Context: an optimization exercise on an open-source flow, tuned for small area and a short achievable clock period. The choices shown serve that exercise and are no tape-out recipe. In this exercise RTL edits were held to simulation tests only and were not proved equivalent to the original. Power is estimated from default activity; no workload was simulated.

Design mainModule, start of the top module:
module mainModule(
		input clk, input reset,
		output [31:0] imem_addr, input [31:0] imem_data,
		output wb_alu_we, output [2:0] wb_alu_rd, output [31:0] wb_alu_data,
		output wb_mem_we, output [2:0] wb_mem_rd, output [7:0] wb_mem_data,
		output [3:0] flags
	);
Size: roughly 3200 cells after synthesis, ~610 flip-flops, ~120 I/O pins.
export LEC_CHECK = 0
export ABC_AREA = 1
export CAP_MARGIN = 20
export CORE_MARGIN = 2
export CORE_UTILIZATION = 60
export CTS_CLUSTER_DIAMETER = 80
export CTS_CLUSTER_SIZE = 20
export PLACE_DENSITY = 0.7
export SLEW_MARGIN = 20
create_clock -name core_clock -period 10.0 [get_ports {clk}]
standard.sh (not shown) runs the stock make flow with config.mk's settings and CLKGATE_MAP_FILE= SYNTH_SCRIPT=/design/flow/synth_recipe.tcl, a recipe that flattens the netlist after the stock synthesis.
==> flow/flow/run.sh <==
#!/bin/bash
# Standard ORFS layout (the standard.sh, standard synthesis unchanged) with a
# tighter timing-repair target, smaller port buffers and a denser floorplan.
# Each tool's full output stays in orfs/logs; make's own output goes to standard.log.
set -o pipefail
bash standard.sh \
  SETUP_SLACK_MARGIN=7.1 \
  "BUFFER_PORTS_ARGS=-buffer_cell sky130_fd_sc_hd__buf_2" \
  finish > standard.log 2>&1
The starting point went through all stages and came out clean.
Edit:
--- a/flow/flow/run.sh
+++ b/flow/flow/run.sh
@@ -5,5 +5,5 @@
 set -o pipefail
 bash standard.sh \
-  SETUP_SLACK_MARGIN=7.1 \
+  SETUP_SLACK_MARGIN=6.8 \
   "BUFFER_PORTS_ARGS=-buffer_cell sky130_fd_sc_hd__buf_2" \
   finish > standard.log 2>&1
What happened: Cell area shrinks by a few percent. Global-route usage shrinks by 0.98 points. Synthesized area stays the same. Cell count shrinks by a few percent. Sequential share of layout area grows by 2.7 points. Utilization shrinks by 4.4 points.
Edit:
--- a/flow/flow/run.sh
+++ b/flow/flow/run.sh
@@ -5,5 +5,5 @@
 set -o pipefail
 bash standard.sh \
-  SETUP_SLACK_MARGIN=6.8 \
+  SETUP_SLACK_MARGIN=6.9 \
   "BUFFER_PORTS_ARGS=-buffer_cell sky130_fd_sc_hd__buf_2" \
   finish > standard.log 2>&1
After rerunning: The new run finished with timing, DRC and antenna clean; synthesized cell count is unchanged; count of clock-buffer cells in the layout stays the same; flip-flop and latch count is unchanged; first-iteration DRC count rose by 4.5%; critical path depth stays the same; final area rose by 3.5%; wire length rose by 4.7%; final cell count rose by 1.7%; core utilization rose by 2.4 points.
Edit:
--- a/flow/flow/run.sh
+++ b/flow/flow/run.sh
@@ -5,5 +5,5 @@
 set -o pipefail
 bash standard.sh \
-  SETUP_SLACK_MARGIN=6.9 \
+  SETUP_SLACK_MARGIN=6.7 \
   "BUFFER_PORTS_ARGS=-buffer_cell sky130_fd_sc_hd__buf_2" \
   finish > standard.log 2>&1
--- a/flow/config.mk
+++ b/flow/config.mk
@@ -10,6 +10,4 @@
 export CORE_MARGIN = 2
 export CORE_UTILIZATION = 60
-export CTS_CLUSTER_DIAMETER = 80
-export CTS_CLUSTER_SIZE = 20
 export PLACE_DENSITY = 0.7
 export SLEW_MARGIN = 20
Outcome: Global-route usage came out lower by 2.1 points. Total power came out higher by 11%. Synthesized cell count does not change. Via count came out lower by 3.3%. Register-to-register slack is about the same.

onyx:
mainModule, a different RTL version from the one above (not shown whole).
Size in the first run: about 3100 cells after synthesis, ~610 flip-flops, roughly 120 I/O pins.
## mainModule
module mainModule(
		input clk, input reset,
		output [31:0] imem_addr, input [31:0] imem_data,
		output wb_alu_we, output [2:0] wb_alu_rd, output [31:0] wb_alu_data,
		output wb_mem_we, output [2:0] wb_mem_rd, output [7:0] wb_mem_data,
		output [3:0] flags
	);
	reg [31:0] pc;
	reg [31:0] ir;                                   
	reg iv;                                          
	reg [2:0] e_rm, e_rn, e_rd, e_mrn, e_mrd;
	reg [4:0] e_off;                                 
	reg e_aop, e_asrc;
	reg e_awe, e_fwe, e_ld, e_st, e_br;
	reg [7:0] rm_sr, rn_sr;                          
	reg [7:0] rm_sh, rn_sh;                          
	reg rm_old, rm_oldh, rm_p3, rm_wm, rm_wa, rm_imm;
	reg rn_old, rn_oldh, rn_p3, rn_wm, rn_wa;
	reg pstall;                                      
	reg m_awe, m_ld, m_st;
	reg [2:0] m_ard, m_mrd;
	reg [31:0] m_alu;
	reg [7:0] m_sd;
	reg [2:0] m_addr;
	reg m_fnew;                                      
	reg [3:0] m_fold;                                
	reg m_vraw, m_vsp, m_a31, m_craw, m_cmask;
	wire m_z = m_fnew ? (m_alu == 32'd0) : m_fold[3];
	wire m_n = m_fnew ? m_alu[31] : m_fold[2];
	wire m_c = m_fnew ? (m_craw & ~m_cmask) : m_fold[1];
	wire m_v = m_fnew ? (m_vsp ? m_a31 : m_vraw) : m_fold[0];
	reg w_awe, w_mwe;
	reg [2:0] w_ard, w_mrd;
	reg [31:0] w_alu;
	reg [7:0] w_mem;
	reg w_z, w_n, w_c, w_v;
	reg [3:0] fl;                                    
  ...
==> flow/config.mk <==
export PLATFORM = sky130hd
export DESIGN_NAME = mainModule
export DESIGN_NICKNAME = mainModule
export VERILOG_FILES = /design/flow/design.v
export SDC_FILE = /design/flow/constraint.sdc
export NUM_CORES = 4
export LEC_CHECK = 0
export ABC_AREA = 1
export CAP_MARGIN = 20
export CORE_MARGIN = 2
export CORE_UTILIZATION = 60
export CTS_CLUSTER_DIAMETER = 90
export CTS_CLUSTER_SIZE = 25
export PLACE_DENSITY = 0.7
export SLEW_MARGIN = 20
==> flow/constraint.sdc <==
create_clock -name core_clock -period 10.0 [get_ports {clk}]
set_input_delay 2.0000 -clock core_clock [delete_from_list [all_inputs] [get_ports {clk}]]
set_output_delay 2.0000 -clock core_clock [all_outputs]
set_load 0.01 [all_outputs]
==> flow/flow/run.sh <==
#!/bin/bash
# Standard ORFS layout (the standard.sh, standard synthesis unchanged) with a
# tighter timing-repair target, smaller port buffers and a denser floorplan.
# Each tool's full output stays in orfs/logs; make's own output goes to standard.log.
set -o pipefail
bash standard.sh \
  SETUP_SLACK_MARGIN=6.5 \
  "BUFFER_PORTS_ARGS=-buffer_cell sky130_fd_sc_hd__buf_2" \
  finish > standard.log 2>&1
onyx did not stop at any stage, and its layout met the timing, DRC and antenna checks.
> inputs changed (onyx -> juniper)
- CTS_CLUSTER_SIZE: 25 -> 20
- CTS_CLUSTER_DIAMETER: 90 -> 80
[compare] base=onyx new=juniper: final cell count barely changed, synthesis-to-layout area growth did not really move, detail-routed net length per standard cell now sits lower.
juniper vs. onyx: aggregate routed wire length -about 0.43%, layout inverter count without the clock tree closely matched the old numbers.
> inputs changed (juniper -> sierra)
--- a/flow/flow/run.sh
+++ b/flow/flow/run.sh
@@ -5,5 +5,5 @@
 set -o pipefail
 bash standard.sh \
-  SETUP_SLACK_MARGIN=6.5 \
+  SETUP_SLACK_MARGIN=6.7 \
   "BUFFER_PORTS_ARGS=-buffer_cell sky130_fd_sc_hd__buf_2" \
   finish > standard.log 2>&1
Results
- Post-placement cell count delta (juniper -> sierra): insignificant
- In sierra, number of resized instances in the post-cts repair step is higher than in juniper.
- In the reports for juniper and sierra, the larger total power belongs to sierra.
- The routed wire length on met2 of sierra and that of juniper are within noise of each other.
- Logic depth of the worst path, buffers included for sierra is lower than for juniper.
- STATUS post-detailed-routing wire length: sierra loses against juniper
- Against juniper as the reference, sierra delivers a lower final cycle utilization of the critical path.
- Delta (sierra minus juniper): worst reg2reg path depth went down by 26%, CTS clock-pin slew for the worst setup and hold paths shows no meaningful change.
- Total combinational power on sierra is up relative to juniper.
- Looking at length of routed met3 wiring across juniper and sierra, the one that comes out lower is sierra.
- Run comparison: sierra cell with the biggest individual delay on the critical path sky130_fd_sc_hd__fa_2; juniper cell with the biggest individual delay on the critical path sky130_fd_sc_hd__dfxtp_4
- In summary, sierra completed successfully, with a layout that passed the timing, DRC and antenna checks.

[re-timing with driven ports]
The results above use ideal ports. As a check the final layouts listed here were re-extracted and re-timed, cells and wires unchanged.
Step 1 (the two cells are an assumption about what drives the block):
set clk [get_ports {clk}]
set_driving_cell -lib_cell sky130_fd_sc_hd__clkbuf_16 $clk
set_driving_cell -lib_cell sky130_fd_sc_hd__buf_2 [delete_from_list [all_inputs] $clk]
Step 2 adds t to the input delays and takes it off the output delays; t is the mean of the earliest and latest rising clock arrival at the registers after step 1. Input paths then give back, and output paths get back, about the clock's delay inside the block.
Slacks: no drivers / after step 1 / after step 2; pairs: no drivers / after step 1.
run | shift t [ns] | setup WS [ns] | slew at the worst register clock pin (ns) | pins driven straight from the clock port
the first run of note 1 | 0.645 | 6.759 / 6.759 / 6.563 | 0.09 / 0.09 | 1
the second run of note 1 | 0.643 | 6.650 / 6.650 / 6.340 | 0.09 / 0.09 | 1
the third run of note 1 | 0.645 | 6.712 / 6.712 / 6.366 | 0.09 / 0.09 | 1
the fourth run of note 1 | 0.697 | 6.704 / 6.642 / 6.248 | 0.07 / 0.07 | 1
onyx | 0.679 | 6.498 / 6.490 / 5.988 | 0.11 / 0.11 | 1
juniper | 0.647 | 6.464 / 6.464 / 5.987 | 0.09 / 0.09 | 1
sierra | 0.655 | 6.510 / 6.510 / 6.143 | 0.09 / 0.09 | 1
After both steps setup and hold are still met in every run listed. For onyx, which loses most, drivers alone change the setup slack by -0.008 ns; drivers and shift together by -0.510 ns.
